What follows belongs to an exercise in optimizing a design on an open flow for small area, a short achievable clock period and few clock cycles; a production flow would make more cautious choices. Function was checked by simulation only, so behaviour that the tests miss may differ from the original.

==> flow/design.v (outline; a module is shown in full before it is edited, if it fits) <==
// module core: 213 lines
// module regfile: 15 lines
// module multree: 2985 lines
module core #(parameter WIDTH = 32) (
  input wire clock, nreset,
  input wire [31:0] programdata,
  input wire [WIDTH-1:0] readramdata,
  output wire writeram,
  output wire [WIDTH-1:0] programaddress,
  output wire [WIDTH-1:0] ramaddress,
  output wire [WIDTH-1:0] writeramdata
);
  // ...
==> flow/flow/run.sh <==
#!/bin/bash
set -euo pipefail
export BUFFER_PORTS_ARGS="-buffer_cell sky130_fd_sc_hd__buf_4"
bash standard.sh > standard.log 2>&1
==> flow/standard.sh <==
#!/bin/bash
# synth_recipe.tcl (not shown) runs the flow's synth.tcl, then flattens the netlist and writes it again
# the make line also repeats each setting of config.mk as NAME=value (left out here)
make -C /OpenROAD-flow-scripts/flow DESIGN_CONFIG=/design/flow/config.mk WORK_HOME=/design/flow/orfs CLKGATE_MAP_FILE= SYNTH_SCRIPT=/design/flow/synth_recipe.tcl "${@:-finish}"
==> flow/config.mk <==
export PLATFORM = sky130hd
export DESIGN_NAME = core
export DESIGN_NICKNAME = core
export VERILOG_FILES = /design/flow/design.v
export SDC_FILE = /design/flow/constraint.sdc
export NUM_CORES = 4
export LEC_CHECK = 0
export ABC_AREA = 1
export CAP_MARGIN = 50
export CORE_MARGIN = 2
export CORE_UTILIZATION = 55
export PLACE_DENSITY = 0.65
export SLEW_MARGIN = 50
==> flow/constraint.sdc <==
create_clock -name core_clock -period 24.0 [get_ports {clock}]
set_input_delay 4.8000 -clock core_clock [delete_from_list [all_inputs] [get_ports {clock}]]
set_output_delay 4.8000 -clock core_clock [all_outputs]
set_load 0.01 [all_outputs]
==> impl_metrics.toml, run 1 <==
[worst_setup_path]
cp_num_buf_inv = 1
crit_arrival_ps = 1570
crit_family = "flip-flops"
timing.critical_path.from = "wd_o[0]$_DFFE_PP_"

[sta]
drv_slew = 0
slew_headroom_pct = 39.7

[logic_synthesis]
synth_top_family_by_area = "simple AND/OR/NAND/NOR gates"
yosys.area_share.xor_xnor_pct = 5.51

[final_layout]
clkCellAreaFrac_pct = 5.27
utilization_pct = 61.6
multiInputGateArea_um2 = 51600
nClkBuffers = 241

[job]
maxCapViolCount = 0

[outcome]
status = "complete, no violations"

[routing]
topRoutingLayerUsed = "met5"
detail_route.wl_per_cell_um = 34.7

[placed_design]
dp.cells = 14462
post-place-ws_ps = 17770
place.gp.congestion = 1.09

[global_routing]
grt.met2_usage_pct = 70.1
grt_pass1_vias = 94452

[hold_path]
hold_depth = 0

[floorplanning]
die_y_um = 445
row_count = 161

[clock_tree]
clk_pin_slew_ps = 60
Testbench counts, summed over its fixed seeds: cycles 105,224.
==> inputs of run 2 (changes only) <==
--- a/flow/config.mk
+++ b/flow/config.mk
@@ -10,4 +10,6 @@
 export CORE_MARGIN = 2
 export CORE_UTILIZATION = 55
+export CTS_CLUSTER_DIAMETER = 80
+export CTS_CLUSTER_SIZE = 30
 export PLACE_DENSITY = 0.65
 export SLEW_MARGIN = 50
==> run 2 against run 1 <==
  * Via count fell by 0.80%
  * Non-clock buffer count grew 4
  * Cell count down 1.1%
  * Worst setup slack got worse by 17 ps
  * Clock-buffer cell count is 133 lower
  * Still clean on timing, DRC and antenna
  * Global-route usage down 0.37 points
  * Sequential cell count did not move
==> impl_metrics.toml, run 2 <==
[outcome]
status = "complete, no violations"

[worst_setup_path]
critPathMaxFanout = 50
cp.depth = 24
slowest_delay_ps = 690
reg2reg_depth = 24
crit_chain = "buf_4 -> inv_2 -> nand3_1 -> buf_4 -> inv_1 -> buf_4 -> nor2_1 -> inv_1 -> o21ai_0 -> ha_1 -> nand2_1 -> nor2_1 -> inv_1 -> nor3_1 -> nand3_1 -> nand3_1 -> a21oi_1 -> xor2_1 -> nor2_1 -> o21ai_1 -> o21ai_0 -> inv_1 -> nand2_1 -> nand2_1"
timing.critical_path.from = "ir_x[6]$_DFFE_PN_"
crit_family = "buffers and inverters"
crit_type = "flip-flop to flip-flop"
reg2reg_from = "ir_x[6]$_DFFE_PN_"
cp_num_buf_inv = 8
crit_arrival_ps = 7080
startpoint_type = "flip-flop"
cp_common_cell = "inv_1"
crit_required_ps = 24690
r2r_setup_slack_ps = 17610
cp_slowest_cell = "o21ai_1"
cp-end-kind = "flip-flop"

[placed_design]
place.gp.congestion = 1.09
dpl.hpwl_mm = 344
port_buffers = 158

[floorplanning]
start_util_pct = 55.5
pin_count = 163
die_y_um = 445
core_area_um2 = 193000
die_x_um = 445
row_count = 161
die_area_um2 = 198000

[routing]
ant_nets = 0
drc = 0
detail_route.wl_per_cell_um = 34.8
via_per_inst = 6.89
via_count = 101455
dr.pass1.iters = 11
drt-initial-drc-count = 19506
drt-total-wl_mm = 513

[sta]
fin_crit_ps = 6390
finalCritPeriodShare_pct = 26.6
setup-tns-final_ps = 0
hold_viol = 0
setup_viol = 0
worst_slew_pin_slew_ps = 869
drv_slew = 0
fmax_mhz = 156
slew_headroom_pct = 41.8
finClkSkew_ps = 99.9
rsz0062_at_grt = "false"

[hold_path]
hp-start = "pred_d$_DFFE_PN_"
hold_class = "flip-flop to flip-flop"
hold_depth = 0

[logic_synthesis]
synth.avg_cell_area_um2 = 8.85
synth_area_leaders = "edfxtp_1 (36%), nand2_1 (8.9%), fa_1 (7.8%), dfxtp_1 (6.9%), inv_1 (5.8%)"
syn_area_um2 = 107000
synthTopCellsByCount = "nand2_1 (2,547), inv_1 (1,653), edfxtp_1 (1,292)"
synthDominantCellAreaShare_pct = 36.3
yosysMostFrequentCell = "nand2_1"
syn_inst = 12082
synthArstFlopShare_pct = 2.47
syn_nets = 12842
ys_seq_area_share_pct = 44.1
synth_cell_types = 70
synth_ff_type = "edfxtp_1"
synth_edf_count = 1292
yosys_warnings = 35
ys_ff_latch = 1700
synth_top_area_cell = "edfxtp_1"

[clock_tree]
cts_tree = "done"
cts_buffer_depth = 3
htree_levels = 3
post_cts_resized = 0
cts_sinks = 1700
cts.root.buffer_cell = "clkbuf_16"
clk_pin_slew_ps = 110
cts_hold_buf = 0
numCtsBuffers = 102
postCtsSetupRepairBufs = 0
insertion_delay_ps = 870

[global_routing]
grt-ovfl-total = 0
grt_pass1_vias = 93334
grt_antenna_before_repair = 45
track_usage_pct = 50.7
grt_max_degree = 112
grt_pass1_wl_mm = 707

[final_layout]
utilization_pct = 60.5
final_common_cell = "nand2_1"
area_growth_pct = 9.04
nets = 12816
layout_common_cells = "nand2_1 (2,532), inv_1 (1,619), edfxtp_1 (1,292)"
top_regs = "rf.x x992, ms_w x63, mc_w x62"
fillers = 16747
largest_reg_flops = 992
largest_register = "rf.x"
drive_gt1_share_pct = 8.32

[job]
maxCapViolCount = 0
==> run 2: cell counts after synthesis <==
Identical to the previous run, type by type.
==> run 2: cell families (layout without fill, tap and decap cells) <==
kind of cell	count (synthesis)	count (layout)	share of synthesized area, %
fa+ha+maj	694	694	11.0
flops	1700	1700	44.1
buf+inv	2344	2405	8.34
compound gates	2510	2510	14.5
xor+xnor	669	669	5.51
other cells	1	59	0.00351
mux	15	15	0.143
simple gates	4149	4149	16.3
==> run 2: path summary, 6_finish.rpt <==
kind	to
max in group asynchronous	upf_m$_DFF_PN0_
worst min-delay path	pred_x$_DFFE_PN_
min in group asynchronous	rst_q$_DFF_PN0_
worst max register to register	a_x[26]$_DFFE_PP_
worst min register to register	pred_x$_DFFE_PN_
worst max-delay path	a_x[26]$_DFFE_PP_
==> run 2: per-layer routing <==
| layer | global-route usage [%] | part of all wire [%] | vias up | wire (µm) |
|---|---|---|---|---|
| met5 | 2.81 | 0.12 | - | 631 |
| met4 | 38.4 | 9.9 | 34 | 50800 |
| met3 | 23.0 | 17 | 2876 | 87000 |
| met2 | 70.1 | 40 | 9924 | 203000 |
| met1 | 61.4 | 33 | 47587 | 171000 |
| li1 | - | - | 41034 | - |
==> run 2: final cells by class <==
type	instances	area, µm²	area share [%]
antenna	58	145	0.124
sequential	1700	47200	40.5
timing repair buffer	494	3990	3.42
clock buffer	108	2680	2.30
tap	2526	3160	2.71
inverter	1720	6500	5.58
multi-input combinational	8038	51600	44.2
clock inverter	83	1350	1.16
==> run 2: stage by stage <==
step	std cells	hold slack [ps]	cell area, µm²	setup WS (ps)
final	14727	392	117000	17610
after global placement	14456	338	112000	17480
after detailed placement	14462	354	112000	17770
after global routing	14681	372	116000	17350
after CTS	14653	366	116000	17640
after floorplan	12082	310	107000	18490
==> run 2: worst reg2reg max path: cells and delay by family (launching register included) <==
family	cells	cell delay (ps)
buffers and inverters	8	2490
and+or+nand+nor	10	1390
AOI/OAI and AO/OA	4	1170
xor gates and xnor gates	1	430
adders and majority gates	1	420
DFF	1	370

-- static timing again, ports no longer ideal --
How much do the figures lean on ideal ports? The routed layouts below were timed once more, with nothing changed but the port constraints. Step 1 assumes that a clkbuf_16 drives the clock port and a buf_2 every other input. Step 2 also shifts input and output timing later by t, the mid clock arrival at the registers, as if the neighbouring blocks saw the same clock. a / b / c = no drivers / after step 1 / after step 2; a / b = the first two.
run | shift t [ns] | slack for setup (ns) | clock arrival spread, ns
run 1 | 0.962 | 17.626 / 17.528 / 17.629 | 0.102 / 0.101
run 2 | 0.913 | 17.609 / 17.556 / 17.609 | 0.100 / 0.099
After both steps setup and hold are still met in every run listed.
